Background: an optimization exercise with open tools, aiming at a short achievable clock period. Do not read the settings as production practice.
No run shown here included a check of the RTL's function; only the layout flow was run.
No activity file was given, so power comes from the tool's default toggle rates.

$ cat config.mk
export PLATFORM = sky130hd
export DESIGN_NAME = CPU
export DESIGN_NICKNAME = CPU
export VERILOG_FILES = /design/flow/design.v
export SDC_FILE = /design/flow/constraint.sdc
export NUM_CORES = 8
export LEC_CHECK = 0
export ABC_CLOCK_PERIOD_IN_PS = 2500
export CAP_MARGIN = 20
export CORE_MARGIN = 2
export CORE_UTILIZATION = 40
export SETUP_SLACK_MARGIN = 5
export SLEW_MARGIN = 20
export TNS_END_PERCENT = 100
$ cat design.v
module CPU(clock, nReset, iMemOut, dMemOut, iAddr, dAddr, dWr, dMemIn);
input						clock;
input						nReset;
input	[31:0]				iMemOut;
input	[31:0]				dMemOut;
output	[19:0]				iAddr;
output	[19:0]				dAddr;
output						dWr;
output	[31:0]				dMemIn;
genvar gi;
localparam PDW = 63;
function [PDW-1:0] predecode;
	input [31:0] x;
	reg [5:0] op;
	reg isFP, iPUSH, iPOP, iCALL;
	reg [3:0] fop1, fop2;
	reg fstk1, fstk2, ms1, ms2, tr1, tr2, send1, send2, rr1;
	reg [3:0] rna, rnb, frna1, frna2;
	begin
		op = x[31:26];
		isFP = op[5] & op[4];
		iPUSH = op == 6'd18;
		iPOP = op == 6'd19;
		iCALL = op == 6'd12;
		fop1 = x[29:26];
		fop2 = x[14:11];
		send1 = x[17];
		send2 = x[2];
		tr1 = fop1 == 4'd1;
		tr2 = fop2 == 4'd1;
		fstk1 = fop1 == 4'd12;
		fstk2 = fop2 == 4'd12;
		ms1 = (fop1 == 4'd11) | fstk1;
		ms2 = (fop2 == 4'd11) | fstk2;
		rr1 = (tr1 & ~send1) | ms1;
		if (isFP)
			rna = rr1 ? (fstk1 ? 4'd14 : x[21:18]) : (fstk2 ? 4'd14 : x[6:3]);
		else
			rna = (iPUSH | iPOP) ? 4'd14 : x[21:18];
		rnb = isFP ? (rna | 4'b0001) : x[17:14];
		frna1 = ms1 ? x[25:22] : x[21:18];
		frna2 = ms2 ? x[10:7] : x[6:3];
		predecode = {
			frna2, frna1, rnb, rna,								 
			isFP,												 
			op == 6'd1, op == 6'd2, op == 6'd3, op == 6'd4,		 
			op == 6'd5, op == 6'd6, op == 6'd7, op == 6'd8,		 
			op == 6'd9, op == 6'd10, op == 6'd11, iCALL,			 
			op == 6'd13, op == 6'd14, op == 6'd15, op == 6'd16,	 
			op == 6'd17, iPUSH, iPOP,								 
			tr1, fop1 == 4'd2, fop1 == 4'd8, (fop1 == 4'd8) | (fop1 == 4'd9),
			fop1 == 4'd10, ms1, fstk1, fop1 == 4'd0, send1, x[16], tr1 | ms1,
			tr2, fop2 == 4'd2, fop2 == 4'd8, (fop2 == 4'd8) | (fop2 == 4'd9),
			fop2 == 4'd10, ms2, fstk2, fop2 == 4'd0, send2, x[1], tr2 | ms2,
			x[3:0] == 4'd4, x[3:0] == 4'd3, x[3:0] == 4'd2, x[3:0] == 4'd1, x[3:0] == 4'd0
		};
	end
endfunction
reg		[19:0]	PC;
reg		[31:0]	IR;
reg		[PDW-1:0] PD;
reg		[19:0]	IDPC;
reg				discard;
reg		[15:0]	selA, selB, selF1, selF2;
reg				mEa1, mEa2, mWa1, mWa2, mEb1, mEb2, mWb1, mWb2;
reg				mF1E1, mF1E2, mF1W1, mF1W2, mF2E1, mF2E2, mF2W1, mF2W2;
reg		[31:0]	ea;				 
reg		[31:0]	ebx;			 
reg				eADD, eAND, eOR, eXOR, eCIN;
reg				sMem, sAlu, sAndM4, sEa, sEaM4, sTrns, sAddr;
reg		[3:0]	ewn1, ewn2;
reg				ewreg1, ewreg2;
reg				ewmem;
reg		[19:0]	eDatRAMAddr;
reg		[31:0]	eDMemIn;
reg				eiPOP_iFPOP;
reg		[42:0]	eFP_d1a, eFP_d2a;
reg		[3:0]	eFP_Wn_CH1, eFP_Wn_CH2;
reg				eFP_WReg_CH1, eFP_WReg_CH2;
reg				pD1, pAb1, pL1a, pH1a, pL1b, pH1b, pE1;
reg				pD2, pAb2, pL2a, pH2a, pL2b, pH2b, pE2;
reg				eAbs_CH1, eAbs_CH2;
reg				eInTrns1;
reg		[31:0]	wd1, wd2;
reg		[3:0]	wwn1, wwn2;
reg				wwe1, wwe2;
reg		[42:0]	wfd1, wfd2;
reg		[3:0]	wfwn1, wfwn2;
reg				wfwe1, wfwe2;
assign iAddr = PC;
assign dAddr = eDatRAMAddr;
assign dWr = ewmem;
assign dMemIn = eDMemIn;
wire	[511:0]	Rflat;
reg		[15:0]	Rv;
wire	[687:0]	Fflat;
reg		[15:0]	Fv;
wire	[15:0]	w1hit, w2hit, fw1hit, fw2hit;
wire	[15:0]	RvNext = Rv | w1hit | w2hit;
wire	[15:0]	FvNext = Fv | fw1hit | fw2hit;
generate for (gi = 0; gi < 16; gi = gi + 1) begin : GREG
	reg [31:0] r;
	reg [42:0] f;
	assign Rflat[gi*32 +: 32] = r;
	assign Fflat[gi*43 +: 43] = f;
	assign w1hit[gi] = wwe1 & (wwn1 == gi);
	assign w2hit[gi] = wwe2 & (wwn2 == gi);
	assign fw1hit[gi] = wfwe1 & (wfwn1 == gi);
	assign fw2hit[gi] = wfwe2 & (wfwn2 == gi);
	always @(posedge clock)
		if (w1hit[gi])
			r <= wd1;
		else if (w2hit[gi])
			r <= wd2;
	always @(posedge clock)
		if (fw1hit[gi])
			f <= wfd1;
		else if (fw2hit[gi])
			f <= wfd2;
end endgenerate
always @(posedge clock or negedge nReset)
	if (!nReset) begin
		Rv <= 16'b0;
		Fv <= 16'b0;
	end else begin
		Rv <= RvNext;
		Fv <= FvNext;
	end
function [31:0] rd32;
	input [511:0] flat;
	input [15:0] sel;
	integer j;
	begin
		rd32 = 32'b0;
		for (j = 0; j < 16; j = j + 1)
			rd32 = rd32 | ({32{sel[j]}} & flat[j*32 +: 32]);
	end
endfunction
function [42:0] rd43;
	input [687:0] flat;
	input [15:0] sel;
	integer j;
	begin
		rd43 = 43'b0;
		for (j = 0; j < 16; j = j + 1)
			rd43 = rd43 | ({43{sel[j]}} & flat[j*43 +: 43]);
	end
endfunction
function [15:0] onehot4;
	input [3:0] n;
	integer j;
	begin
		for (j = 0; j < 16; j = j + 1)
			onehot4[j] = (n == j);
	end
endfunction
wire	[31:0]	aluSum = ea + ebx + {31'b0, eCIN};
wire	[31:0]	aluLog = ({32{eAND}} & (ea & ebx)) | ({32{eOR}} & (ea | ebx)) | ({32{eXOR}} & (ea ^ ebx));
wire	[31:0]	aluRes = eADD ? aluSum : aluLog;
wire	[31:0]	aluT = ea ^ ebx;
wire	[31:0]	aluK = {ea[30:0] | ebx[30:0], eCIN};
wire			aluSumZero = (aluT == aluK);
wire			aluZero = eADD ? aluSumZero : ~|aluLog;
wire	[19:0]	csS = ea[19:0] ^ ebx[19:0] ^ 20'h4;
wire	[19:0]	csC = {(ea[18:0] & ebx[18:0]) | {16'b0, ea[2] | ebx[2], 2'b0}, eCIN};
wire	[19:0]	aluSumP4 = csS + csC;
wire	[19:0]	aluLogP4 = aluLog[19:0] + 20'd4;
wire	[19:0]	aluResP4 = eADD ? aluSumP4 : aluLogP4;
wire	[31:0]	eaM4 = ea - 32'd4;
wire	[31:0]	andM4 = eaM4 & ebx;
wire	[42:0]	TrnsIn = eInTrns1 ? eFP_d1a : eFP_d2a;
wire	[31:0]	TrnsLow = TrnsIn[31:0];
wire	[31:0]	TrnsHigh = {21'b0, TrnsIn[42:32]};
wire	[31:0]	addr32 = {12'b0, eDatRAMAddr};
wire	[31:0]	early1 = ({32{sEa}} & ea) | ({32{sEaM4}} & eaM4) | ({32{sAndM4}} & andM4) |
					({32{sTrns}} & TrnsLow) | ({32{sAddr}} & addr32);
wire	[19:0]	early1P4 = ({20{sEa}} & (ea[19:0] + 20'd4)) | ({20{sEaM4}} & ea[19:0]) |
					({20{sAndM4}} & (andM4[19:0] + 20'd4)) | ({20{sTrns}} & (TrnsLow[19:0] + 20'd4)) |
					({20{sAddr}} & (eDatRAMAddr + 20'd4));
wire	[19:0]	memP4 = dMemOut[19:0] + 20'd4;
wire	[31:0]	ed1 = sMem ? dMemOut : (sAlu ? aluRes : early1);
wire	[19:0]	ed1P4 = sMem ? memP4 : (sAlu ? aluResP4 : early1P4);
wire	[31:0]	ed2 = eiPOP_iFPOP ? dMemOut : TrnsHigh;
wire	[19:0]	ed2P4 = eiPOP_iFPOP ? memP4 : (TrnsHigh[19:0] + 20'd4);
wire			memZero32 = ~|dMemOut;
wire			memZero10 = ~|dMemOut[9:0];
wire			INT_Zero = sMem ? memZero32 : (sAlu ? aluZero : ~|early1);
wire			INT_Neg = ed1[31];
wire	[42:0]	AbsOpp1 = {eAbs_CH1 ? 1'b0 : ~eFP_d1a[42], eFP_d1a[41:0]};
wire	[42:0]	AbsOpp2 = {eAbs_CH2 ? 1'b0 : ~eFP_d2a[42], eFP_d2a[41:0]};
wire	[42:0]	pairE = {ebx[10:0], ea[31:0]};
wire	[42:0]	fpE1 = ({43{pD1}} & eFP_d1a) | ({43{pAb1}} & AbsOpp1) | ({43{pE1}} & pairE) |
					({43{pL1a}} & {eFP_d1a[42:32], 32'b0}) | ({43{pH1a}} & {11'b0, eFP_d1a[31:0]}) |
					({43{pL1b}} & {eFP_d2a[42:32], 32'b0}) | ({43{pH1b}} & {11'b0, eFP_d2a[31:0]});
wire	[42:0]	fpE2 = ({43{pD2}} & eFP_d2a) | ({43{pAb2}} & AbsOpp2) | ({43{pE2}} & pairE) |
					({43{pL2a}} & {eFP_d1a[42:32], 32'b0}) | ({43{pH2a}} & {11'b0, eFP_d1a[31:0]}) |
					({43{pL2b}} & {eFP_d2a[42:32], 32'b0}) | ({43{pH2b}} & {11'b0, eFP_d2a[31:0]});
wire			pL1 = pL1a | pL1b, pH1 = pH1a | pH1b;
wire			pL2 = pL2a | pL2b, pH2 = pH2a | pH2b;
wire	[42:0]	eFP_ed1 = fpE1 | ({43{pL1}} & {11'b0, dMemOut}) | ({43{pH1}} & {dMemOut[10:0], 32'b0});
wire	[42:0]	eFP_ed2 = fpE2 | ({43{pL2}} & {11'b0, dMemOut}) | ({43{pH2}} & {dMemOut[10:0], 32'b0});
wire			FP_Zero_CH1 = ~|fpE1[41:0] & (~pL1 | memZero32) & (~pH1 | memZero10);
wire			FP_Zero_CH2 = ~|fpE2[41:0] & (~pL2 | memZero32) & (~pH2 | memZero10);
wire			FP_Neg_CH1 = fpE1[42] | (pH1 & dMemOut[10]);
wire			FP_Neg_CH2 = fpE2[42] | (pH2 & dMemOut[10]);
wire	[3:0]	rna = PD[50:47];
wire	[3:0]	rnb = PD[54:51];
wire			isFP = PD[46];
wire			iALU = PD[45], iJMP = PD[44], iJZ = PD[43], iJNZ = PD[42];
wire			iJNEG = PD[41], iJPOS = PD[40], iADDI = PD[39], iSUBI = PD[38];
wire			iANDI = PD[37], iORI = PD[36], iXORI = PD[35], iCALL = PD[34];
wire			iLDPC = PD[33], iST = PD[32], iLD = PD[31], iLUI = PD[30];
wire			iSVFL = PD[29], iPUSH = PD[28], iPOP = PD[27];
wire			tr1 = PD[26], mv1 = PD[25], abs1 = PD[24], ao1 = PD[23], svfl1 = PD[22];
wire			ms1 = PD[21], fstk1 = PD[20], nop1 = PD[19], send1 = PD[18], lws1 = PD[17], funTrns1 = PD[16];
wire			tr2 = PD[15], mv2 = PD[14], abs2 = PD[13], ao2 = PD[12], svfl2 = PD[11];
wire			ms2 = PD[10], fstk2 = PD[9], nop2 = PD[8], send2 = PD[7], lws2 = PD[6], funTrns2 = PD[5];
wire			rf4 = PD[4], rf3 = PD[3], rf2 = PD[2], rf1 = PD[1], rf0 = PD[0];
wire	[3:0]	fw1 = IR[25:22], fw2 = IR[10:7];
wire			fdisc = discard | ~isFP;
wire			act1 = ~fdisc & ~nop1, act2 = ~fdisc & ~nop2;
wire			FP_WReg_CH1 = act1 & (mv1 | ao1 | ~send1);
wire			FP_WReg_CH2 = act2 & (mv2 | ao2 | ~send2);
wire			oAbs1 = act1 & ao1, oAbs2 = act2 & ao2;				 
wire			oTrns1 = act1 & ~send1 & funTrns1, oTrns2 = act2 & ~send2 & funTrns2;	 
wire			inTrns1 = act1 & send1 & funTrns1;					 
wire	[3:0]	INT_Wn_CH1 = fstk1 ? 4'd14 : fw1, INT_Wn_CH2 = fstk2 ? 4'd14 : fw2;
wire			WMem_CH1 = ms1 & send1 & ~fdisc, WMem_CH2 = ms2 & send2 & ~fdisc;
wire			INT_WRegN_CH1 = (tr1 & send1) | svfl1 | fstk1;		 
wire			INT_WRegN_CH2 = (tr2 & send2) | svfl2 | fstk2;
wire			INT_WReg_CH1 = INT_WRegN_CH1 & ~fdisc;
wire			INT_WReg_CH2 = INT_WRegN_CH2 & ~fdisc;
wire			FP_LowWordSel = ms1 ? lws1 : lws2;
wire			iTRNS2INT = (tr1 & INT_WReg_CH1) | (tr2 & INT_WReg_CH2);
wire			iFPUSH = isFP & ((fstk1 & WMem_CH1) | (fstk2 & WMem_CH2));
wire			iFPOP = isFP & ((fstk1 & FP_WReg_CH1) | (fstk2 & FP_WReg_CH2));
wire			iPUSH_iPOP = iPUSH | iPOP | (isFP & (fstk1 | fstk2));
wire			iPOP_iFPOP = iPOP | iFPOP;
wire			pushAny = iPUSH | iFPUSH;
wire	[3:0]	INT_Wn = iCALL ? 4'd15 : (iPUSH_iPOP ? 4'd14 : IR[25:22]);
wire	[3:0]	FP_Wn1 = INT_WRegN_CH1 ? INT_Wn_CH1 : INT_Wn_CH2;
wire	[3:0]	wn1 = isFP ? FP_Wn1 : INT_Wn;
wire	[3:0]	wn2 = iPOP ? IR[25:22] : (wn1 | 4'b0001);
wire	[31:0]	qa = rd32(Rflat, selA);
wire	[31:0]	qb = rd32(Rflat, selB);
wire	[31:0]	fqaEarly = mWa1 ? wd1 : (mWa2 ? wd2 : qa);
wire	[31:0]	fqbEarly = mWb1 ? wd1 : (mWb2 ? wd2 : qb);
wire	[31:0]	fqa = mEa1 ? ed1 : (mEa2 ? ed2 : fqaEarly);
wire	[31:0]	fqb = mEb1 ? ed1 : (mEb2 ? ed2 : fqbEarly);
wire	[19:0]	fqaP4 = mEa1 ? ed1P4 : (mEa2 ? ed2P4 : (fqaEarly[19:0] + 20'd4));
wire	[42:0]	FP_q1a = rd43(Fflat, selF1);
wire	[42:0]	FP_q2a = rd43(Fflat, selF2);
wire	[42:0]	fq1Early = mF1W1 ? wfd1 : (mF1W2 ? wfd2 : FP_q1a);
wire	[42:0]	fq2Early = mF2W1 ? wfd1 : (mF2W2 ? wfd2 : FP_q2a);
wire	[42:0]	FP_d1a = mF1E1 ? eFP_ed1 : (mF1E2 ? eFP_ed2 : fq1Early);
wire	[42:0]	FP_d2a = mF2E1 ? eFP_ed1 : (mF2E2 ? eFP_ed2 : fq2Early);
wire			INT_Pos = ~INT_Neg & ~INT_Zero;
wire			FP_Pos_CH1 = ~FP_Neg_CH1 & ~FP_Zero_CH1;
wire			FP_Pos_CH2 = ~FP_Neg_CH2 & ~FP_Zero_CH2;
wire	[1:0]	FlagSel = IR[21:20];
wire			zero = (FlagSel == 2'b01) ? FP_Zero_CH1 : ((FlagSel == 2'b10) ? FP_Zero_CH2 : INT_Zero);
wire			negtive = (FlagSel == 2'b01) ? FP_Neg_CH1 : ((FlagSel == 2'b10) ? FP_Neg_CH2 : INT_Neg);
wire			positive = ~zero & ~negtive;
wire			condTaken = (iJZ & zero) | (iJNZ & ~zero) | (iJNEG & negtive) | (iJPOS & positive);
wire			NPCSel = ~discard & (iJMP | iCALL | iLDPC | condTaken);
wire	[19:0]	immTgt = {IR[17:0], 2'b00};
wire	[19:0]	brTgt = (iJMP | iCALL) ? immTgt : (IDPC + immTgt);
wire	[19:0]	NPC1 = iLDPC ? fqa[19:0] : brTgt;
wire	[19:0]	NextPC = NPCSel ? NPC1 : (PC + 20'd4);
wire			wregFP = INT_WReg_CH1 | INT_WReg_CH2;
wire			wreg1 = ~discard & (iALU | iADDI | iSUBI | iANDI | iORI | iXORI | iCALL | iLD | iLUI | iSVFL |
							iPOP | (isFP & wregFP) | pushAny | iPOP_iFPOP);
wire			wreg2 = ~discard & (iPOP | (isFP & iTRNS2INT & ~svfl1 & ~svfl2));
wire			wmem = ~discard & (iST | (isFP & (WMem_CH1 | WMem_CH2)) | pushAny);
wire			wra = iCALL | iLUI | iSVFL | (isFP & (svfl1 | svfl2)) | pushAny;
wire			fADD = (iALU & rf3) | iADDI;
wire			fSUB = (iALU & rf4) | iSUBI;
wire			fAND = (iALU & rf0) | iANDI | ~(iALU | iADDI | iSUBI | iANDI | iORI | iXORI);
wire			fOR  = (iALU & rf1) | iORI;
wire			fXOR = (iALU & rf2) | iXORI;
wire	[31:0]	seimm = {{14{IR[17]}}, IR[17:0]};
wire	[31:0]	zeimm = {14'b0, IR[17:0]};
wire	[31:0]	db = (iADDI | iSUBI) ? seimm : ((iANDI | iORI | iXORI) ? zeimm : fqb);
wire	[31:0]	da = iCALL ? ({12'b0, IDPC} + 32'd4) :
				 iLUI ? {IR[15:0], 16'b0} :
				 iSVFL ? {29'b0, INT_Zero, INT_Pos, INT_Neg} :
				 (isFP & ~pushAny & svfl1) ? {29'b0, FP_Zero_CH1, FP_Pos_CH1, FP_Neg_CH1} :
				 (isFP & ~pushAny & svfl2) ? {29'b0, FP_Zero_CH2, FP_Pos_CH2, FP_Neg_CH2} :
				 fqa;			 
wire	[3:0]	srcVec = {iLD, wra, iTRNS2INT, iPOP_iFPOP};
wire			nsMem  = srcVec == 4'b1000;
wire			nsEaAny = srcVec == 4'b0100;
wire			nsTrns = srcVec == 4'b0010;
wire			nsAddr = srcVec == 4'b0001;
wire			nsAluAny = ~(nsMem | nsEaAny | nsTrns | nsAddr);
wire			nD1 = mv1, nD2 = mv2;
wire			nAb1 = ~mv1 & oAbs1, nAb2 = ~mv2 & oAbs2;
wire			nT1 = ~mv1 & ~oAbs1 & oTrns1, nT2 = ~mv2 & ~oAbs2 & oTrns2;
wire			nT1a = nT1 & ms1, nT1b = nT1 & ~ms1 & ms2, nT1e = nT1 & ~ms1 & ~ms2;
wire			nT2a = nT2 & ms1, nT2b = nT2 & ~ms1 & ms2, nT2e = nT2 & ~ms1 & ~ms2;
wire			useP = iPOP_iFPOP | (isFP & ~FP_LowWordSel & ~iFPUSH);
wire			useA = ~useP & (iST | iLD | pushAny | isFP);
wire	[19:0]	DatRAMAddr = useP ? fqaP4 : (useA ? fqa[19:0] : 20'b0);
wire	[42:0]	TrnsInD = inTrns1 ? FP_d1a : FP_d2a;
wire	[31:0]	DMemInD = isFP ? (FP_LowWordSel ? TrnsInD[31:0] : {21'b0, TrnsInD[42:32]}) : fqb;
wire	[PDW-1:0] pdN = predecode(iMemOut);
wire	[3:0]	rnaN = pdN[50:47], rnbN = pdN[54:51], frna1N = pdN[58:55], frna2N = pdN[62:59];
always @(posedge clock or negedge nReset)
	if (!nReset) begin
		PC <= 20'b0;
		IR <= 32'b0;
		PD <= predecode(32'b0);
		IDPC <= 20'b0;
		discard <= 1'b1;
		selA <= 16'b0;
		selB <= 16'b0;
		selF1 <= 16'b0;
		selF2 <= 16'b0;
		mEa1 <= 1'b0; mEa2 <= 1'b0; mWa1 <= 1'b0; mWa2 <= 1'b0;
		mEb1 <= 1'b0; mEb2 <= 1'b0; mWb1 <= 1'b0; mWb2 <= 1'b0;
		mF1E1 <= 1'b0; mF1E2 <= 1'b0; mF1W1 <= 1'b0; mF1W2 <= 1'b0;
		mF2E1 <= 1'b0; mF2E2 <= 1'b0; mF2W1 <= 1'b0; mF2W2 <= 1'b0;
		ewreg1 <= 1'b0;
		ewreg2 <= 1'b0;
		ewmem <= 1'b0;
		eFP_WReg_CH1 <= 1'b0;
		eFP_WReg_CH2 <= 1'b0;
		wwe1 <= 1'b0;
		wwe2 <= 1'b0;
		wfwe1 <= 1'b0;
		wfwe2 <= 1'b0;
	end else begin
		PC <= NextPC;
		IR <= iMemOut;
		PD <= pdN;
		IDPC <= PC;
		discard <= NPCSel;
		selA <= onehot4(rnaN) & RvNext;
		selB <= onehot4(rnbN) & RvNext;
		selF1 <= onehot4(frna1N) & FvNext;
		selF2 <= onehot4(frna2N) & FvNext;
		mEa1 <= wreg1 & (wn1 == rnaN);
		mEa2 <= wreg2 & (wn2 == rnaN);
		mWa1 <= ewreg1 & (ewn1 == rnaN);
		mWa2 <= ewreg2 & (ewn2 == rnaN);
		mEb1 <= wreg1 & (wn1 == rnbN);
		mEb2 <= wreg2 & (wn2 == rnbN);
		mWb1 <= ewreg1 & (ewn1 == rnbN);
		mWb2 <= ewreg2 & (ewn2 == rnbN);
		mF1E1 <= FP_WReg_CH1 & (fw1 == frna1N);
		mF1E2 <= FP_WReg_CH2 & (fw2 == frna1N);
		mF1W1 <= eFP_WReg_CH1 & (eFP_Wn_CH1 == frna1N);
		mF1W2 <= eFP_WReg_CH2 & (eFP_Wn_CH2 == frna1N);
		mF2E1 <= FP_WReg_CH1 & (fw1 == frna2N);
		mF2E2 <= FP_WReg_CH2 & (fw2 == frna2N);
		mF2W1 <= eFP_WReg_CH1 & (eFP_Wn_CH1 == frna2N);
		mF2W2 <= eFP_WReg_CH2 & (eFP_Wn_CH2 == frna2N);
		ewreg1 <= wreg1;
		ewreg2 <= wreg2;
		ewmem <= wmem;
		eFP_WReg_CH1 <= FP_WReg_CH1;
		eFP_WReg_CH2 <= FP_WReg_CH2;
		wwe1 <= ewreg1;
		wwe2 <= ewreg2;
		wfwe1 <= eFP_WReg_CH1;
		wfwe2 <= eFP_WReg_CH2;
	end
always @(posedge clock) begin
	ea <= da;
	ebx <= fSUB ? ~db : db;
	eADD <= fADD | fSUB;
	eCIN <= fSUB;
	eAND <= fAND;
	eOR <= fOR;
	eXOR <= fXOR;
	sMem <= nsMem;
	sAlu <= nsAluAny & ~pushAny;
	sAndM4 <= nsAluAny & pushAny;
	sEa <= nsEaAny & ~pushAny;
	sEaM4 <= nsEaAny & pushAny;
	sTrns <= nsTrns;
	sAddr <= nsAddr;
	ewn1 <= wn1;
	ewn2 <= wn2;
	eDatRAMAddr <= DatRAMAddr;
	eDMemIn <= DMemInD;
	eiPOP_iFPOP <= iPOP_iFPOP;
	eFP_d1a <= FP_d1a;
	eFP_d2a <= FP_d2a;
	eFP_Wn_CH1 <= fw1;
	eFP_Wn_CH2 <= fw2;
	pD1 <= nD1;  pAb1 <= nAb1;
	pL1a <= nT1a & FP_LowWordSel;  pH1a <= nT1a & ~FP_LowWordSel;
	pL1b <= nT1b & FP_LowWordSel;  pH1b <= nT1b & ~FP_LowWordSel;
	pE1 <= nT1e;
	pD2 <= nD2;  pAb2 <= nAb2;
	pL2a <= nT2a & FP_LowWordSel;  pH2a <= nT2a & ~FP_LowWordSel;
	pL2b <= nT2b & FP_LowWordSel;  pH2b <= nT2b & ~FP_LowWordSel;
	pE2 <= nT2e;
	eAbs_CH1 <= abs1;
	eAbs_CH2 <= abs2;
	eInTrns1 <= inTrns1;
	wd1 <= ed1;
	wd2 <= ed2;
	wwn1 <= ewn1;
	wwn2 <= ewn2;
	wfd1 <= eFP_ed1;
	wfd2 <= eFP_ed2;
	wfwn1 <= eFP_Wn_CH1;
	wfwn2 <= eFP_Wn_CH2;
end
endmodule
$ cat constraint.sdc
create_clock -name core_clock -period 9.0 [get_ports {clock}]
set_input_delay 1.8000 -clock core_clock [delete_from_list [all_inputs] [get_ports {clock}]]
set_output_delay 1.8000 -clock core_clock [all_outputs]
set_load 0.01 [all_outputs]
$ cat run.sh
#!/bin/bash
# synth_recipe.tcl (not shown) runs the flow's synth.tcl, then flattens the netlist and writes it again
# the make line also repeats each setting of config.mk as NAME=value (left out here)
make -C /OpenROAD-flow-scripts/flow DESIGN_CONFIG=/design/flow/config.mk WORK_HOME=/design/flow/orfs CLKGATE_MAP_FILE= SYNTH_SCRIPT=/design/flow/synth_recipe.tcl finish
==> run summary, run 1 <==
Outcome:
- The flow ran to the end and the layout has no timing, DRC or antenna violations.

CTS:
- The clock-pin slew reported for the worst setup and hold paths after clock tree synthesis is 0.06 ns.
- The number of CTS-inserted buffers is 204.
- The maximum root-to-sink buffer count is 3.
- Clock tree synthesis selected as its root buffer the cell sky130_fd_sc_hd__clkbuf_16.
- The tree built by TritonCTS fans out to between 1500 and 2000 sinks.
- The clock tree from TritonCTS is built.
- The clock tree synthesis step divided the H-tree into 4 levels.
- The later pin in the worst-skew pair is clocked with a latency of 0.92 ns.

Synthesis:
- sky130_fd_sc_hd__edfxtp_1 takes more of the synthesized area than any other cell.
- The main flop type after synthesis is sky130_fd_sc_hd__edfxtp_1.
- The sequential-to-total area share from yosys stat is 0.479.
- Sorting the synthesized cells by area gives the leading types as sky130_fd_sc_hd__edfxtp_1 34%, sky130_fd_sc_hd__mux2_2 13%, sky130_fd_sc_hd__dfxtp_1 7.9%.
- The synthesized area per cell is about 11 um2.
- The share of async-settable or async-resettable flops after synthesis is 0.124.
- Of the post-synthesis cell area, the dominant cell type holds 0.345.
- For this run, the number of Yosys warnings is 1.
- Synthesis handed over a netlist of 9416 instances.
- The net count after synthesis is 9617.
- In this run, synthesis produced a sequential element count of 1843.
- The synthesized design contains 1200 enable-type register cells.
- After synthesis, the netlist uses 100 different library cells.
- The cell area that synthesis handed to floorplanning was approximately 100000 um2.

Job:
- The max capacitance violation total is 0.

Timing:
- Setup repair after global routing could not meet its margin everywhere.
- The maximum achievable frequency is 223 MHz.
- Measured against its own limit, the worst slew margin works out to 0.0947.
- The actual transition at the worst max-transition pin is 1.35 ns.
- The smallest clock period supported by the final layout is computed as 4.49 ns.
- The final worst clock skew is 0.0975 ns.
- In the post-route analysis, the smallest setup slack over all paths is 4.51 ns.
- Across all hold checks on the routed design, the worst slack comes to 0.378 ns.
- The final max-slew violation count is 0.
- The final setup TNS is 0 ns.
- In the finished design, the share of the clock period the worst path needs comes to 0.499.
- Setup violations remaining at the end of the flow were counted as 0.
- The final number of hold-violating endpoints came to 0.

Floorplan:
- The initial utilization of the core area, before any placement, comes to 0.402.
- The die covers around 270000 um2.
- The area inside the core boundary is around 260000 um2.
- The die is 515 um tall.
- The number of core rows is between 150 and 200.
- The die is 515 um wide.
- The number of top-level design ports is between 100 and 150.

Power:
- The cell-internal power is 17.8 mW.
- Of the total power, the share spent switching nets is 0.375.
- Of the total power, registers draw 0.391.
- The combinational share of power is 0.297.
- The worst supply voltage drop on vdd is 0.000258 V.
- The clock network power share is 0.312.
- The leakage power is 44.0 nW.
- The switching power summed over all nets is about 11 mW.
- Power spread over the standard cell area amounts to approximately 240 nW/um2.

GRT:
- The first global-routing pass estimated 735000 um of wire.
- The met1 routing resource usage after global routing is 0.507.
- The final global-route overflow total is 0.
- In this run the most used layer during global routing was met2.
- In the global route stage, met3 resource usage came out at 0.138.
- The routing usage on met2 is 0.549.
- Entering global routing, the biggest net connects 131 pins.
- The number of antenna violations at the first check in global routing came to 33.
- The overall fraction of global-route tracks in use is 0.396.
- The number of global-route vias before repair came to between 80000 and 90000.

Critical path:
- Walking the worst path, the cells encountered are buf_4 -> a22oi_2 -> nand4_1 -> nor4b_1 -> nand3_1 -> nor4_2 -> a211o_1 -> o41ai_2 -> a31o_1 -> a211oi_4 -> buf_6 -> buf_12 -> mux2_4.
- At the worst endpoint, the required time is roughly 9.8 ns.
- By startpoint and endpoint, the worst setup path is classified as reg2reg.
- The standard cell with the maximum stage delay on the critical path is sky130_fd_sc_hd__nor4b_1.
- The kind of end point of the critical path is a flip-flop.
- Along the worst path, the maximum fanout reaches 29.
- In this design, the stage delay of the slowest critical-path cell is 0.59 ns.
- The startpoint kind of the worst setup timing path is a flip-flop.
- Data on the critical path arrives at its endpoint at 5.24 ns.

Final layout:
- The area added between synthesis and finish is 15.1%.
- The number of fill cells in the layout is 23884.
- The share of final-layout standard cells stronger than drive strength 1 is 0.264.
- The utilization after layout is 0.463.
- The number of nets in the layout is 9489.

Place:
- At the end of routability-driven placement, the weighted congestion stood at 1.10.
- The port buffer count is 138.
- The estimated wirelength of the detail-placed design is 341000 um.
- Prior to clock tree synthesis, the placed netlist has a worst setup slack of 3.21 ns.

Detailed routing:
- The overall via count from detail_route is 94395.
- In this run the remaining antenna-violating nets after routing total 0.
- Before antenna repair, the detailed router went through 10 iterations.
- The total wire length is 547000 um.
- For this block, the initial DRC count from the detailed router was 18401.
- In the routed layout, each cell is associated on average with a via count of around 7.3.
- The final routed wire length divided by cell count is about 42 um.
- The total DRC errors in the routed layout is 0.

Hold path:
- The path class of the lowest-slack min-delay path is reg2reg.
==> cells in the mapped netlist (74+ instances only) <==
cell type / n
sky130_fd_sc_hd__xnor2_1: 219
sky130_fd_sc_hd__nor3_1: 147
sky130_fd_sc_hd__xor2_1: 104
sky130_fd_sc_hd__dfrtp_1: 225
sky130_fd_sc_hd__o21ai_0: 396
sky130_fd_sc_hd__nand3_1: 130
sky130_fd_sc_hd__edfxtp_1: 1200
sky130_fd_sc_hd__nor2_1: 419
sky130_fd_sc_hd__a22o_1: 593
sky130_fd_sc_hd__ha_1: 114
sky130_fd_sc_hd__a221oi_1: 583
sky130_fd_sc_hd__a22oi_1: 169
sky130_fd_sc_hd__a21oi_1: 263
sky130_fd_sc_hd__clkbuf_1: 777
sky130_fd_sc_hd__inv_1: 242
sky130_fd_sc_hd__mux2_2: 1243
sky130_fd_sc_hd__buf_1: 103
sky130_fd_sc_hd__nand4_1: 201
sky130_fd_sc_hd__nand2_1: 569
sky130_fd_sc_hd__nor4_1: 74
sky130_fd_sc_hd__a211oi_1: 88
sky130_fd_sc_hd__dfxtp_1: 414
sky130_fd_sc_hd__mux2i_1: 266
==> power by group through the flow <==
| stage | logic, mW | clock network [mW] | registers, mW |
|---|---|---|---|
| 2_1_floorplan | 4.21 | 0 | 10.4 |
| 3_3_place_gp | 7.08 | 0 | 11.2 |
| 3_5_place_dp | 7.10 | 0 | 11.2 |
| 4_1_cts | 7.72 | 8.86 | 11.0 |
| 5_1_grt | 8.61 | 9.18 | 11.1 |
| 6_report | 8.47 | 8.88 | 11.1 |
==> worst paths after layout <==
| kind | from | slack, ns | cells past startpoint | to |
|---|---|---|---|---|
| max | pH2a$_DFF_P_ | 4.51 | 13 | PC[1]$_DFFE_PN0P_ |
| min | PD[24]$_DFF_PN0_ | 0.38 | 0 | eAbs_CH1$_DFF_P_ |
| max reg2reg | pH2a$_DFF_P_ | 4.51 | 13 | PC[1]$_DFFE_PN0P_ |
| min reg2reg | PD[24]$_DFF_PN0_ | 0.38 | 0 | eAbs_CH1$_DFF_P_ |
| max in group asynchronous | nReset | 6.97 | 2 | selF2[0]$_DFF_PN0_ |
| min in group asynchronous | nReset | 0.83 | 1 | Rv[13]$_DFF_PN0_ |
==> cell families (layout without fill, tap and decap cells) <==
| family | Yosys count | after routing | synth area share |
|---|---|---|---|
| AO/OA/AOI/OAI | 2584 | 2584 | 0.187 |
| AND/OR/NAND/NOR | 1880 | 1880 | 0.0880 |
| flip-flops | 1843 | 1843 | 0.479 |
| multiplexers | 1516 | 1516 | 0.160 |
| buffers and inverters | 1135 | 1187 | 0.0410 |
| XOR/XNOR | 323 | 323 | 0.0271 |
| adder cells (fa/ha/maj) | 135 | 135 | 0.0177 |
| other | 0 | 29 | 0 |
==> what timing repair did <==
item	4_1_cts	5_1_grt
endpoints found under the setup margin	171	115
pin swaps	37	63
setup buffers	78	47
gates resized for setup	315	222
hold buffers	0	0
cloned	3	3
==> stage by stage <==
stage	std cells	total power [mW]	cell area, um2
2_1_floorplan	9416	14.6	105000
3_3_place_gp	12351	18.2	110000
3_5_place_dp	12352	18.3	110000
4_1_cts	12819	27.6	119000
5_1_grt	12876	28.9	120000
6_report	12899	28.5	120000
==> layout make-up <==
| cell class | instances | area (um2) | share of cell area |
|---|---|---|---|
| Multi-Input combinational cell | 6438 | 52400 | 0.436 |
| Inverter | 247 | 955 | 0.00794 |
| Antenna cell | 29 | 72.6 | 0.000604 |
| Timing Repair Buffer | 554 | 5150 | 0.0429 |
| Clock buffer | 279 | 5790 | 0.0481 |
| Clock inverter | 107 | 1260 | 0.0105 |
| Tap cell | 3402 | 4260 | 0.0354 |
| Sequential cell | 1843 | 50300 | 0.419 |
==> sequential cells by signal, summed over array words and instances (netlist names), 32 cells and up <==
register  count
GREG.f      688
GREG.r      512
PD           47
eFP_d1a      43
eFP_d2a      43
wfd1         43
wfd2         43
eDMemIn      32
ea           32
ebx          32
wd1          32
wd2          32
==> routing by layer <==
| metal | vias up | part of all wire |
|---|---|---|
| li1 | 36445 | - |
| met1 | 46309 | 0.36 |
| met2 | 9269 | 0.40 |
| met4 | 14 | 0.091 |
| met3 | 2358 | 0.15 |
| met5 | - | 0.00049 |
==> placed cells by master, fill, tap and decap left out, types with 69 or more instances in the layout <==
cell type                         synthesis  routed
sky130_fd_sc_hd__edfxtp_1              1200    1200
sky130_fd_sc_hd__nor2_1                 419     393
sky130_fd_sc_hd__mux2i_1                266     243
sky130_fd_sc_hd__a22o_1                 593     592
sky130_fd_sc_hd__a221oi_1               583     583
sky130_fd_sc_hd__clkdlybuf4s50_1          0     112
sky130_fd_sc_hd__nand3_1                130     123
sky130_fd_sc_hd__buf_4                    1     344
sky130_fd_sc_hd__a22oi_1                169     166
sky130_fd_sc_hd__dfxtp_1                414     366
sky130_fd_sc_hd__o21ai_0                396     349
sky130_fd_sc_hd__inv_1                  242     234
sky130_fd_sc_hd__o211ai_1                69      69
sky130_fd_sc_hd__nand2_1                569     563
sky130_fd_sc_hd__ha_1                   114      92
sky130_fd_sc_hd__clkbuf_16                0     212
sky130_fd_sc_hd__a21oi_1                263     233
sky130_fd_sc_hd__a211oi_1                88      80
sky130_fd_sc_hd__nor3_1                 147     134
sky130_fd_sc_hd__xor2_1                 104     103
sky130_fd_sc_hd__dfrtp_1                225     149
sky130_fd_sc_hd__mux2_2                1243    1241
sky130_fd_sc_hd__xnor2_1                219     211
sky130_fd_sc_hd__nand4_1                201     201
==> critical path: cells and delay by family (launching register included) <==
kind | cells | cell delay (ns)
compound gates | 5 | 1.24
buf+inv | 3 | 0.73
mux | 1 | 0.30
simple gates | 4 | 1.56
flops | 1 | 0.52
==> run 2, diff against run 1 <==
--- a/design.v
+++ b/design.v
@@ -154,7 +154,69 @@
 			onehot4[j] = (n == j);
 	end
 endfunction
-wire	[31:0]	aluSum = ea + ebx + {31'b0, eCIN};
+function [31:0] add32;
+	input [31:0] a, b;
+	input cin;
+	reg [31:0] g, p, gn, pn;
+	integer i, d;
+	begin
+		g = a & b;
+		p = a ^ b;
+		g[0] = g[0] | (p[0] & cin);
+		for (d = 1; d < 32; d = d * 2) begin
+			gn = g;
+			pn = p;
+			for (i = d; i < 32; i = i + 1) begin
+				gn[i] = g[i] | (p[i] & g[i-d]);
+				pn[i] = p[i] & p[i-d];
+			end
+			g = gn;
+			p = pn;
+		end
+		add32 = a ^ b ^ {g[30:0], cin};
+	end
+endfunction
+function [19:0] add20;
+	input [19:0] a, b;
+	input cin;
+	reg [19:0] g, p, gn, pn;
+	integer i, d;
+	begin
+		g = a & b;
+		p = a ^ b;
+		g[0] = g[0] | (p[0] & cin);
+		for (d = 1; d < 20; d = d * 2) begin
+			gn = g;
+			pn = p;
+			for (i = d; i < 20; i = i + 1) begin
+				gn[i] = g[i] | (p[i] & g[i-d]);
+				pn[i] = p[i] & p[i-d];
+			end
+			g = gn;
+			p = pn;
+		end
+		add20 = a ^ b ^ {g[18:0], cin};
+	end
+endfunction
+function [19:0] inc4;
+	input [19:0] x;
+	integer i;
+	begin
+		inc4[1:0] = x[1:0];
+		for (i = 2; i < 20; i = i + 1)
+			inc4[i] = x[i] ^ (&(x[19:2] | ({18{1'b1}} << (i - 2))));
+	end
+endfunction
+function [31:0] dec4;
+	input [31:0] x;
+	integer i;
+	begin
+		dec4[1:0] = x[1:0];
+		for (i = 2; i < 32; i = i + 1)
+			dec4[i] = x[i] ^ ~(|(x[31:2] & ~({30{1'b1}} << (i - 2))));
+	end
+endfunction
+wire	[31:0]	aluSum = add32(ea, ebx, eCIN);
 wire	[31:0]	aluLog = ({32{eAND}} & (ea & ebx)) | ({32{eOR}} & (ea | ebx)) | ({32{eXOR}} & (ea ^ ebx));
 wire	[31:0]	aluRes = eADD ? aluSum : aluLog;
 wire	[31:0]	aluT = ea ^ ebx;
@@ -163,10 +225,10 @@
 wire			aluZero = eADD ? aluSumZero : ~|aluLog;
 wire	[19:0]	csS = ea[19:0] ^ ebx[19:0] ^ 20'h4;
 wire	[19:0]	csC = {(ea[18:0] & ebx[18:0]) | {16'b0, ea[2] | ebx[2], 2'b0}, eCIN};
-wire	[19:0]	aluSumP4 = csS + csC;
-wire	[19:0]	aluLogP4 = aluLog[19:0] + 20'd4;
+wire	[19:0]	aluSumP4 = add20(csS, csC, 1'b0);
+wire	[19:0]	aluLogP4 = inc4(aluLog[19:0]);
 wire	[19:0]	aluResP4 = eADD ? aluSumP4 : aluLogP4;
-wire	[31:0]	eaM4 = ea - 32'd4;
+wire	[31:0]	eaM4 = dec4(ea);
 wire	[31:0]	andM4 = eaM4 & ebx;
 wire	[42:0]	TrnsIn = eInTrns1 ? eFP_d1a : eFP_d2a;
 wire	[31:0]	TrnsLow = TrnsIn[31:0];
@@ -174,14 +236,14 @@
 wire	[31:0]	addr32 = {12'b0, eDatRAMAddr};
 wire	[31:0]	early1 = ({32{sEa}} & ea) | ({32{sEaM4}} & eaM4) | ({32{sAndM4}} & andM4) |
 					({32{sTrns}} & TrnsLow) | ({32{sAddr}} & addr32);
-wire	[19:0]	early1P4 = ({20{sEa}} & (ea[19:0] + 20'd4)) | ({20{sEaM4}} & ea[19:0]) |
-					({20{sAndM4}} & (andM4[19:0] + 20'd4)) | ({20{sTrns}} & (TrnsLow[19:0] + 20'd4)) |
-					({20{sAddr}} & (eDatRAMAddr + 20'd4));
-wire	[19:0]	memP4 = dMemOut[19:0] + 20'd4;
+wire	[19:0]	early1P4 = ({20{sEa}} & inc4(ea[19:0])) | ({20{sEaM4}} & ea[19:0]) |
+					({20{sAndM4}} & inc4(andM4[19:0])) | ({20{sTrns}} & inc4(TrnsLow[19:0])) |
+					({20{sAddr}} & inc4(eDatRAMAddr));
+wire	[19:0]	memP4 = inc4(dMemOut[19:0]);
 wire	[31:0]	ed1 = sMem ? dMemOut : (sAlu ? aluRes : early1);
 wire	[19:0]	ed1P4 = sMem ? memP4 : (sAlu ? aluResP4 : early1P4);
 wire	[31:0]	ed2 = eiPOP_iFPOP ? dMemOut : TrnsHigh;
-wire	[19:0]	ed2P4 = eiPOP_iFPOP ? memP4 : (TrnsHigh[19:0] + 20'd4);
+wire	[19:0]	ed2P4 = eiPOP_iFPOP ? memP4 : inc4(TrnsHigh[19:0]);
 wire			memZero32 = ~|dMemOut;
 wire			memZero10 = ~|dMemOut[9:0];
 wire			INT_Zero = sMem ? memZero32 : (sAlu ? aluZero : ~|early1);
@@ -247,7 +309,7 @@
 wire	[31:0]	fqbEarly = mWb1 ? wd1 : (mWb2 ? wd2 : qb);
 wire	[31:0]	fqa = mEa1 ? ed1 : (mEa2 ? ed2 : fqaEarly);
 wire	[31:0]	fqb = mEb1 ? ed1 : (mEb2 ? ed2 : fqbEarly);
-wire	[19:0]	fqaP4 = mEa1 ? ed1P4 : (mEa2 ? ed2P4 : (fqaEarly[19:0] + 20'd4));
+wire	[19:0]	fqaP4 = mEa1 ? ed1P4 : (mEa2 ? ed2P4 : inc4(fqaEarly[19:0]));
 wire	[42:0]	FP_q1a = rd43(Fflat, selF1);
 wire	[42:0]	FP_q2a = rd43(Fflat, selF2);
 wire	[42:0]	fq1Early = mF1W1 ? wfd1 : (mF1W2 ? wfd2 : FP_q1a);
@@ -264,9 +326,9 @@
 wire			condTaken = (iJZ & zero) | (iJNZ & ~zero) | (iJNEG & negtive) | (iJPOS & positive);
 wire			NPCSel = ~discard & (iJMP | iCALL | iLDPC | condTaken);
 wire	[19:0]	immTgt = {IR[17:0], 2'b00};
-wire	[19:0]	brTgt = (iJMP | iCALL) ? immTgt : (IDPC + immTgt);
+wire	[19:0]	brTgt = (iJMP | iCALL) ? immTgt : add20(IDPC, immTgt, 1'b0);
 wire	[19:0]	NPC1 = iLDPC ? fqa[19:0] : brTgt;
-wire	[19:0]	NextPC = NPCSel ? NPC1 : (PC + 20'd4);
+wire	[19:0]	NextPC = NPCSel ? NPC1 : inc4(PC);
 wire			wregFP = INT_WReg_CH1 | INT_WReg_CH2;
 wire			wreg1 = ~discard & (iALU | iADDI | iSUBI | iANDI | iORI | iXORI | iCALL | iLD | iLUI | iSVFL |
 							iPOP | (isFP & wregFP) | pushAny | iPOP_iFPOP);
==> flow/run.sh (new file) <==
#!/bin/bash
set -euo pipefail
bash standard.sh SETUP_SLACK_MARGIN=6.3 finish > standard_flow.log 2>&1
==> standard.sh (new file) <==
#!/bin/bash
# synth_recipe.tcl (not shown) runs the flow's synth.tcl, then flattens the netlist and writes it again
# the make line also repeats each setting of config.mk as NAME=value (left out here)
make -C /OpenROAD-flow-scripts/flow DESIGN_CONFIG=/design/flow/config.mk WORK_HOME=/design/flow/orfs CLKGATE_MAP_FILE= SYNTH_SCRIPT=/design/flow/synth_recipe.tcl "${@:-finish}"
==> config.mk (replaced) <==
export PLATFORM = sky130hd
export DESIGN_NAME = CPU
export DESIGN_NICKNAME = CPU
export VERILOG_FILES = /design/flow/design.v
export SDC_FILE = /design/flow/constraint.sdc
export NUM_CORES = 8
export LEC_CHECK = 0
export ABC_CLOCK_PERIOD_IN_PS = 2000
export CAP_MARGIN = 20
export CORE_MARGIN = 2
export CORE_UTILIZATION = 50
export SLEW_MARGIN = 20
export TNS_END_PERCENT = 100
removed: run.sh
==> run summary, run 2 <==
Timing:
- The final number of hold-violating endpoints is 0.
- The actual transition at the worst max-transition pin is 1.22 ns.
- Setup repair after global routing could not meet its margin everywhere.
- Dividing the final minimum period by the clock period gives 0.546.
- Based on the critical path, the design can be clocked at up to 204 MHz.
- For the final database, setup skew stands at 0.0830 ns.
- The final max-slew violation count is 0.
- Setup violations remaining at the end of the flow were counted as 0.
- For the final routed database, the setup TNS stands at 0 ns.
- In this run the tightest slew margin relative to its limit is 0.179.
- The routed design could run at a clock period as short as 4.91 ns.

Detailed routing:
- The detailed-route vias per instance is 7.72.
- The detailed-route wire length on metal 1 is 196000 um.
- The number of nets with antenna violations after routing is 0.
- The detailed router finished its first iteration with 18581 violations.
- The total DRC errors in the routed layout is 0.
- The overall via count from detail_route is a little under 100k.
- The total wire length is 560000 um.
- After detailed routing, the average wire length per cell comes to 44.5 um.
- The routed length on met2 is 225000 um.
- Wire segments on met3 add up to 82600 um in the final route.
- The uppermost metal layer occupied by signal nets is met5.
- The first TritonRoute pass finished after 10 iterations.

Floorplan:
- From bottom edge to top edge, the die measures 460 um.
- The area of the die is about 210000 um2.
- The number of top-level design ports is about 140.
- The number of core rows is 167.
- The region available for standard cell placement spans between 200000 and 250000 um2.
- The initial utilization of the core area, before any placement, comes to 0.503.
- The floorplan step set the die width to between 400 and 500 um.

Power:
- Of the total power, combinational logic draws 0.340.
- The switching power summed over all nets is 11.3 mW.
- The share of total power dissipated in the clock network is 0.289.
- Summed over all cells, the static leakage comes to 47.7 nW.
- The net switching share of the total power is 0.377.
- The register share of total power is 0.371.
- The internal power of the cells totals 18.6 mW.
- For this design the ratio of total power to cell area is 231 nW/um2.
- The worst supply voltage drop on vdd is about 0.00025 V.

Synthesis:
- In this run, synthesis produced a sequential element count of approximately 1800.
- The commonest cells after synthesis are 1210 x sky130_fd_sc_hd__mux2_2, 1200 x sky130_fd_sc_hd__edfxtp_1, 767 x sky130_fd_sc_hd__clkbuf_1, 608 x sky130_fd_sc_hd__nand2_1, 556 x sky130_fd_sc_hd__a22o_1.
- For this run, the number of Yosys warnings is 1.
- The synthesized area is 104000 um2.
- The share of async-settable or async-resettable flops after synthesis is 0.124.
- The net count after synthesis is approximately 9600.
- After synthesis, the netlist uses 91 different library cells.
- In this run the mean area of a mapped cell was around 11 um2.
- The sequential-to-total area share from yosys stat is 0.481.
- The cell count after synthesis is 9368.
- Of the post-synthesis cell area, the dominant cell type holds 0.347.
- In this run, synthesis inferred 1200 flip-flops with an integrated enable.
- By area the synthesized netlist is led by sky130_fd_sc_hd__edfxtp_1 35%, sky130_fd_sc_hd__mux2_2 13%, sky130_fd_sc_hd__dfxtp_1 8.0%.
- In the synthesized netlist the dominant register cell turns out to be sky130_fd_sc_hd__edfxtp_1.
- The cell accounting for the most synthesized area is sky130_fd_sc_hd__edfxtp_1.
- The most instantiated library cell after synthesis is sky130_fd_sc_hd__mux2_2.

Critical path:
- The startpoint kind of the worst setup timing path is a flip-flop.
- In this run the worst path has a maximum fanout of 5.
- The kind of end point of the critical path is a flip-flop.
- STA puts the critical path data required time at between 9 and 10 ns.
- Setup slack on the worst reg-to-reg path comes out at 4.09 ns.
- The data arrival time of the critical path is 5.66 ns.
- The worst setup path is of the reg2reg kind.

GRT:
- The number of global-route vias before repair came to 91547.
- The global-route wire length before repair is approximately 750000 um.
- Across every metal layer, demand over resource in global routing totals 0.513.
- The number of antenna violations at the first check in global routing is 47.
- Summed over all layers, the global routing overflow is 0.
- The pin count of the biggest net entering global routing is between 100 and 150.

Outcome:
- The flow ran to the end and the layout has no timing, DRC or antenna violations.

Final layout:
- At the end of the flow the core is filled with cells to 0.626.
- For this run, the number of standard cells in the final layout without fillers is about 13000.
- The number of flip-flops in the largest register is 688.
- The number of nets in the layout is 9914.
- The top cell types in the final layout, fill and taps aside, are 1200 x sky130_fd_sc_hd__edfxtp_1, 1199 x sky130_fd_sc_hd__mux2_2, 563 x sky130_fd_sc_hd__nand2_1.
- The area growth from synthesis to layout is 24.5%.
- More flip-flops sit in one register than any other, and that register is GREG.f.
- Of the cells placed in the final design, the portion with a size suffix greater than 1 is 0.368.
- In the final layout, the registers with the most flip-flops are GREG.f (688), GREG.r (512), PD (45).
- Leaving out fill and tap cells, the most frequent cell in the layout is sky130_fd_sc_hd__edfxtp_1.

CTS:
- The clock latency of the later-clocked register in the worst-skew pair is approximately 0.9 ns.
- The H-tree depth reported by CTS is 4.
- The TritonCTS sink count is 1843.
- After clock tree synthesis, the flow added hold-fix buffers numbering 0.
- The clock tree from TritonCTS is built.
- The maximum root-to-sink buffer count is 3.
- The number of CTS-inserted buffers is 200.
- After clock tree synthesis, the clock-pin slew on the worst setup and hold paths is roughly 0.07 ns.
- The buffer type at the clock tree root is sky130_fd_sc_hd__clkbuf_16.

Place:
- The number of cells after detailed placement is ~12000.
- At the end of routability-driven placement, the weighted congestion stood at 1.03.
- The port buffer count is 138.
- Detailed placement finished with a half-perimeter wire length of between 300000 and 400000 um.

Job:
- Max-cap violations in this run came to 0.

Hold path:
- The tightest min-delay check is of the reg2reg type.
-- run 2: changes by cell type in the layout (fill, tap and decap cells not counted), sizes merged, moves of 32 or more --
cell,before,now
a221oi,583,551
a22o,593,556
a22oi,169,235
buf,413,900
clkdlybuf4s50,112,27
ha,114,153
nand2,569,608
-- run 2: path summary, 6_finish.rpt --
| check | end | cells past startpoint | startpoint |
|---|---|---|---|
| worst min-delay path | eAbs_CH2$_DFF_P_ | 0 | PD[13]$_DFF_PN0_ |
| max in group asynchronous | PC[4]$_DFF_PN0_ | 2 | nReset |
| worst max-delay path | PC[14]$_DFF_PN0_ | 21 | ea[3]$_DFF_P_ |
| min in group asynchronous | Rv[2]$_DFF_PN0_ | 1 | nReset |
| worst min register to register | eAbs_CH2$_DFF_P_ | 0 | PD[13]$_DFF_PN0_ |
| worst max register to register | PC[14]$_DFF_PN0_ | 21 | ea[3]$_DFF_P_ |
-- run 2: what timing repair did --
action	4_1_cts	5_1_grt
endpoints found under the setup margin	1798	747
buffers inserted	471	93
cloned	28	3
resized for setup	1788	353
pin swaps	356	270
-- run 2: metal layers --
metal,track usage,vias to the layer above
met5,0.00827,-
met4,0.408,32
met3,0.179,2801
met2,0.716,9340
met1,0.641,47684
li1,-,37231
-- run 2: power by group through the flow --
stage | Sequential [mW] | Clock [mW] | Combinational [mW]
after floorplan | 10.4 | 0 | 4.63
after global placement | 11.2 | 0 | 7.34
after detailed placement | 11.2 | 0 | 7.38
after CTS | 11.0 | 8.59 | 9.20
after global routing | 11.1 | 8.92 | 10.3
final | 11.1 | 8.65 | 10.2
-- run 2: critical path: stages, from the launching register on --
cell and delay (ns):
sky130_fd_sc_hd__dfxtp_4 0.37, sky130_fd_sc_hd__inv_4 0.06, sky130_fd_sc_hd__ha_4 0.12, sky130_fd_sc_hd__or3b_4 0.44
sky130_fd_sc_hd__clkinv_4 0.09, sky130_fd_sc_hd__nand2_8 0.06, sky130_fd_sc_hd__nor4_4 0.19, sky130_fd_sc_hd__ha_4 0.17
sky130_fd_sc_hd__inv_2 0.03, sky130_fd_sc_hd__a222oi_1 0.35, sky130_fd_sc_hd__nand3_2 0.25, sky130_fd_sc_hd__or4_4 0.59
sky130_fd_sc_hd__nor4_4 0.23, sky130_fd_sc_hd__nand4_1 0.25, sky130_fd_sc_hd__nor4_4 0.29, sky130_fd_sc_hd__buf_4 0.19
sky130_fd_sc_hd__o211a_1 0.18, sky130_fd_sc_hd__o31ai_4 0.07, sky130_fd_sc_hd__a31oi_4 0.24, sky130_fd_sc_hd__buf_12 0.15
sky130_fd_sc_hd__buf_16 0.13, sky130_fd_sc_hd__mux2_4 0.29
-- run 2: cell type report --
| cell class | count | area, um2 |
|---|---|---|
| repair buffers | 981 | 11000 |
| multi-input cells | 6396 | 56700 |
| fillers | 16393 | 77400 |
| clock inverters | 93 | 1000 |
| flip-flops and latches | 1843 | 50500 |
| well taps | 2704 | 3380 |
| diodes | 29 | 72.6 |
| clock buffers | 285 | 5760 |
| repair inverters | 1 | 5.00 |
| inverters | 251 | 998 |
-- run 2: kinds of logic (layout without fill, tap and decap cells) --
kind of cell | Yosys count | count (layout) | share of synthesized area
AOI/OAI and AO/OA | 2626 | 2627 | 0.189
xor gates and xnor gates | 280 | 280 | 0.0236
adders and majority gates | 174 | 174 | 0.0225
buffers and inverters | 1131 | 1611 | 0.0411
DFF | 1843 | 1843 | 0.481
muxes | 1474 | 1474 | 0.157
other | 0 | 29 | 0
and+or+nand+nor | 1840 | 1841 | 0.0852
-- run 2: stage by stage --
step                      hold WS [ns]  total power, mW  cell area, um2  setup WS (ns)
final                            0.354             29.9          129000           4.09
after global routing             0.361             30.4          129000           4.07
after CTS                        0.352             28.8          127000           4.23
after detailed placement         0.338             18.6          109000           2.73
after global placement           0.340             18.5          109000           2.73
after floorplan                  0.324             15.0          106000           4.69
==> run 3, diff against run 2 <==
==> run.sh (new file) <==
#!/bin/bash
# synth_recipe.tcl (not shown) runs the flow's synth.tcl, then flattens the netlist and writes it again
# the make line also repeats each setting of config.mk as NAME=value (left out here)
make -C /OpenROAD-flow-scripts/flow DESIGN_CONFIG=/design/flow/config.mk WORK_HOME=/design/flow/orfs CLKGATE_MAP_FILE= SYNTH_SCRIPT=/design/flow/synth_recipe.tcl finish
--- a/config.mk
+++ b/config.mk
@@ -9,5 +9,6 @@
 export CAP_MARGIN = 20
 export CORE_MARGIN = 2
 export CORE_UTILIZATION = 50
+export SETUP_SLACK_MARGIN = 5
 export SLEW_MARGIN = 20
 export TNS_END_PERCENT = 100
removed: flow/run.sh
removed: standard.sh
==> run summary, run 3 <==
Synthesis:
- The flip-flop and latch count after synthesis is 1843.
- sky130_fd_sc_hd__mux2_2 is the most common cell in the netlist.
- Counting instances in the post-synthesis netlist gives the leading cell types as 1210 x sky130_fd_sc_hd__mux2_2, 1200 x sky130_fd_sc_hd__edfxtp_1, 767 x sky130_fd_sc_hd__clkbuf_1, 608 x sky130_fd_sc_hd__nand2_1, 556 x sky130_fd_sc_hd__a22o_1.
- For this run, the leading register cell type out of synthesis is sky130_fd_sc_hd__edfxtp_1.
- Synthesis instantiated 91 different standard cells from the library.
- In the synthesized netlist the async set-or-reset flop fraction comes to 0.124.
- The synthesized area is 104000 um2.
- The proportion of netlist area held by the largest area contributor is 0.347.
- The sequential-to-total area share from yosys stat is 0.481.
- The number of enable-type register cells in the synthesized netlist is 1200.
- For this run, the number of Yosys warnings is 1.
- After synthesis, the mean cell area works out to 11.1 um2.
- The synthesized design spends more area on one cell type than any other, namely sky130_fd_sc_hd__edfxtp_1.
- The net count after synthesis is a little under 10000.
- Synthesis handed over a netlist of between 9000 and 10000 instances.
- After synthesis, the cell types taking the most area are sky130_fd_sc_hd__edfxtp_1 35%, sky130_fd_sc_hd__mux2_2 13%, sky130_fd_sc_hd__dfxtp_1 8.0%.

Place:
- The port buffer count is 138.
- Once placement finished, the instance area stood at 108000 um2.
- The worst slack after detailed placement is 2.23 ns.
- Routability-driven placement finished with a final weighted congestion of roughly 1.0.
- The HPWL after detailed placement is 336000 um.

Detailed routing:
- The number of nets with antenna violations after routing is 0.
- The total wire length is 532000 um.
- In the routed design, unresolved DRC markers number 0.
- The final routed wire length divided by cell count is roughly 44 um.
- The violation count after the first detailed-routing iteration is 16507.
- For this block, the via count after detailed routing is ~93000.
- The detailed-route vias per instance is 7.71.
- The first detailed-routing pass took 10 iterations.

Floorplan:
- Measured along the y axis, the die boundary spans 460 um.
- The total area inside the core boundary comes to ~210000 um2.
- The die covers 212000 um2.
- Pin placement for this block handled around 140 I/O pins.
- The die is 460 um wide.
- The initial cell density of the core is 0.503.
- The number of core rows is between 150 and 200.

GRT:
- The global-route wire length before repair is 720000 um.
- The overall fraction of global-route tracks in use is 0.488.
- The pin count of the biggest net entering global routing is 100.
- The final global-route overflow total is 0.
- The number of global-route vias before repair came to about 89000.
- The number of antenna violations at the first check in global routing is 45.

Final layout:
- The most common library cell in the layout ignoring fill and taps is sky130_fd_sc_hd__mux2_2.
- The library cells used most frequently in the layout, excluding fill and tap cells, are 1207 x sky130_fd_sc_hd__mux2_2, 1200 x sky130_fd_sc_hd__edfxtp_1, 603 x sky130_fd_sc_hd__nand2_1.
- The register with the highest flop count is GREG.f.
- The layout has 17553 filler cells.
- In the final layout, the registers with the most flip-flops are GREG.f (688), GREG.r (512), PD (45).
- The share of final-layout standard cells stronger than drive strength 1 is 0.251.
- In the final design database the tool counted 9435 nets.
- The number of flip-flops in the largest register is around 690.
- Once layout is done, the placed cells without fillers occupy 118000 um2.
- The area added between synthesis and finish is 13.2%.

Timing:
- The final max-slew violation count came to 0.
- The maximum achievable frequency is about 210 MHz.
- The routed design could run at a clock period as short as 4.87 ns.
- Adding up every negative setup slack in the final design gives 0 ns.
- The final number of hold-violating endpoints is 0.
- Setup repair after global routing could not meet its margin everywhere.
- The final worst clock skew is 0.0576 ns.
- The actual transition at the worst max-transition pin is 1.29 ns.
- Headroom to the max-slew limit came out at 0.128.
- The number of endpoints failing setup at the final stage is 0.
- Final hold analysis gives a worst-case slack of a little under 0.4 ns.
- The final worst slack is 4.13 ns.
- The period utilization is 0.541.

Critical path:
- The maximum fanout along the worst path is 37.
- Data on the critical path is required at its endpoint by 9.76 ns.
- The startpoint kind of the worst setup timing path is a flip-flop.
- The worst setup path is of the reg2reg kind.
- The worst setup path is captured at a flip-flop.
- The worst setup slack for register-to-register paths is approximately 4.1 ns.
- Data arrives at the worst endpoint at roughly 5.6 ns.

CTS:
- The clock reaches the later pin of the worst-skew pair after ~0.90 ns.
- For this design, the CTS-stage hold fixing added 0 buffers.
- The TritonCTS sink count is 1843.
- The clock passes through at most 3 buffers.
- Counting the buffers created by CTS gives 200.
- The root buffer cell chosen for the clock tree is sky130_fd_sc_hd__clkbuf_16.
- The clock tree from TritonCTS is built.
- Clock-pin slew was measured on the worst setup and hold paths at 0.07 ns.
- In this run the number of H-tree levels came out at 4.

Power:
- The cell-internal power is 17.7 mW.
- Across the VDD grid, the largest voltage drop is approximately 0.00023 V.
- The combinational share of power is 0.302.
- Of the total power, the share spent switching nets is 0.371.
- The power density over the cells is 239 nW/um2.
- The leakage power is 43.1 nW.
- The switching power summed over all nets is 10.5 mW.
- Of the total power, registers draw 0.390.
- The share of total power dissipated in the clock network is 0.308.

Job:
- The max capacitance violation total is 0.

Outcome:
- The run finished with no timing, DRC or antenna violations.

Hold path:
- The tightest min-delay check is of the reg2reg type.
## run 3: cell types whose count changed in the layout (fill, tap and decap cells not counted), sizes merged, moves of 3 or more
cell	previous run	this run
clkbuf	297	291
dlymetal6s2s	8	16
buf	900	365
clkdlybuf4s15	7	2
clkinv	78	66
clkdlybuf4s50	27	114
bufbuf	17	0
clkinvlp	7	11
dlygate4sd2	10	4
bufinv	13	16
inv	247	252
## run 3: cell type report
| cell class | instances | area, um2 | share of cell area |
|---|---|---|---|
| Clock buffer | 288 | 5710 | 0.0485 |
| Multi-Input combinational cell | 6395 | 51800 | 0.440 |
| Inverter | 251 | 973 | 0.00827 |
| Clock inverter | 94 | 1080 | 0.00920 |
| Tap cell | 2704 | 3380 | 0.0287 |
| Antenna cell | 28 | 70.1 | 0.000595 |
| Sequential cell | 1843 | 50300 | 0.427 |
| Timing Repair Buffer | 504 | 4460 | 0.0379 |
## run 3: power by group through the flow
stage / combinational (mW) / sequential, mW / clock [mW]
after floorplan: 4.42 / 10.4 / 0
after global placement: 7.30 / 11.1 / 0
after detailed placement: 7.33 / 11.1 / 0
after CTS: 7.81 / 10.9 / 8.65
after global routing: 8.74 / 11.0 / 8.95
final: 8.50 / 11.0 / 8.67
## run 3: critical path, cell delays in order (launching register included)
cell and delay [ns]:
sky130_fd_sc_hd__dfxtp_1 0.50, sky130_fd_sc_hd__buf_4 0.40, sky130_fd_sc_hd__a222oi_1 0.98, sky130_fd_sc_hd__nand4_1 0.16, sky130_fd_sc_hd__nor4_1 0.69, sky130_fd_sc_hd__and4b_2 0.48, sky130_fd_sc_hd__nand2_1 0.11, sky130_fd_sc_hd__o211ai_1 0.26
sky130_fd_sc_hd__buf_4 0.17, sky130_fd_sc_hd__o2111ai_4 0.12, sky130_fd_sc_hd__o31ai_4 0.12, sky130_fd_sc_hd__a31oi_4 0.14, sky130_fd_sc_hd__buf_6 0.17, sky130_fd_sc_hd__buf_16 0.14, sky130_fd_sc_hd__mux2_4 0.29
## run 3: per-layer routing
layer / share of wire / track usage
met5: 0.00057 / 0.00482
met4: 0.091 / 0.346
met3: 0.14 / 0.163
met2: 0.42 / 0.711
met1: 0.35 / 0.606
## run 3: per-stage QoR
stage / total power, mW / instances / utilization
2_1_floorplan: 14.8 / 9368 / -
3_3_place_gp: 18.4 / 11591 / 0.523
3_5_place_dp: 18.4 / 11593 / 0.523
4_1_cts: 27.4 / 12031 / 0.563
5_1_grt: 28.7 / 12088 / 0.569
6_report: 28.2 / 12107 / 0.569
## run 3: kinds of logic after synthesis
kind of cell,after synthesis,synth area share
compound gates,2626,0.189
xor+xnor,280,0.0236
fa+ha+maj,174,0.0225
buf+inv,1131,0.0411
flops,1843,0.481
mux,1474,0.157
simple gates,1840,0.0852
## run 3: worst paths after layout
path,from,end,cells past startpoint
min in group asynchronous,nReset,PD[3]$_DFF_PN0_,1
worst max-delay path,pE2$_DFF_P_,PC[7]$_DFF_PN0_,14
worst min register to register,eFP_Wn_CH1[2]$_DFF_P_,wfwn1[2]$_DFF_P_,0
max in group asynchronous,nReset,selA[12]$_DFF_PN0_,2
worst max register to register,pE2$_DFF_P_,PC[7]$_DFF_PN0_,14
worst min-delay path,eFP_Wn_CH1[2]$_DFF_P_,wfwn1[2]$_DFF_P_,0
## run 3: what timing repair did
| item | in CTS | in global routing |
|---|---|---|
| setup endpoints to repair | 168 | 122 |
| resized for setup | 262 | 176 |
| gates cloned | 2 | 1 |
| pin swaps | 44 | 45 |
| buffers inserted | 54 | 43 |

==> port drivers added, routing unchanged <==
The flow's constraints put no driver on any port. The routed layouts listed below were extracted and timed again, unchanged, in two steps. Step 1: set_driving_cell puts a clkbuf_16 on clock and a buf_2 on each other input, an assumption about the parent block. Step 2, shift: input delay + t, output delay - t, t = (earliest + latest rising clock arrival at the registers) / 2. This alone moves slack from input paths to output paths. a / b / c = ideal ports / drivers / drivers and shift; a / b = the first two.
| run | t (ns) | setup WS [ns] | worst slew at a driven data input, ns |
|---|---|---|---|
| run 1 | 0.975 | 4.507 / 4.507 / 3.654 | 0.24 |
| run 2 | 0.975 | 4.090 / 4.090 / 3.310 | 0.19 |
| run 3 | 0.967 | 4.131 / 4.131 / 3.348 | 0.22 |
After both steps every run listed still meets setup and hold. The setup slack of run 1, which loses most, moves by 0.000 ns with the drivers and by -0.853 ns with both steps.
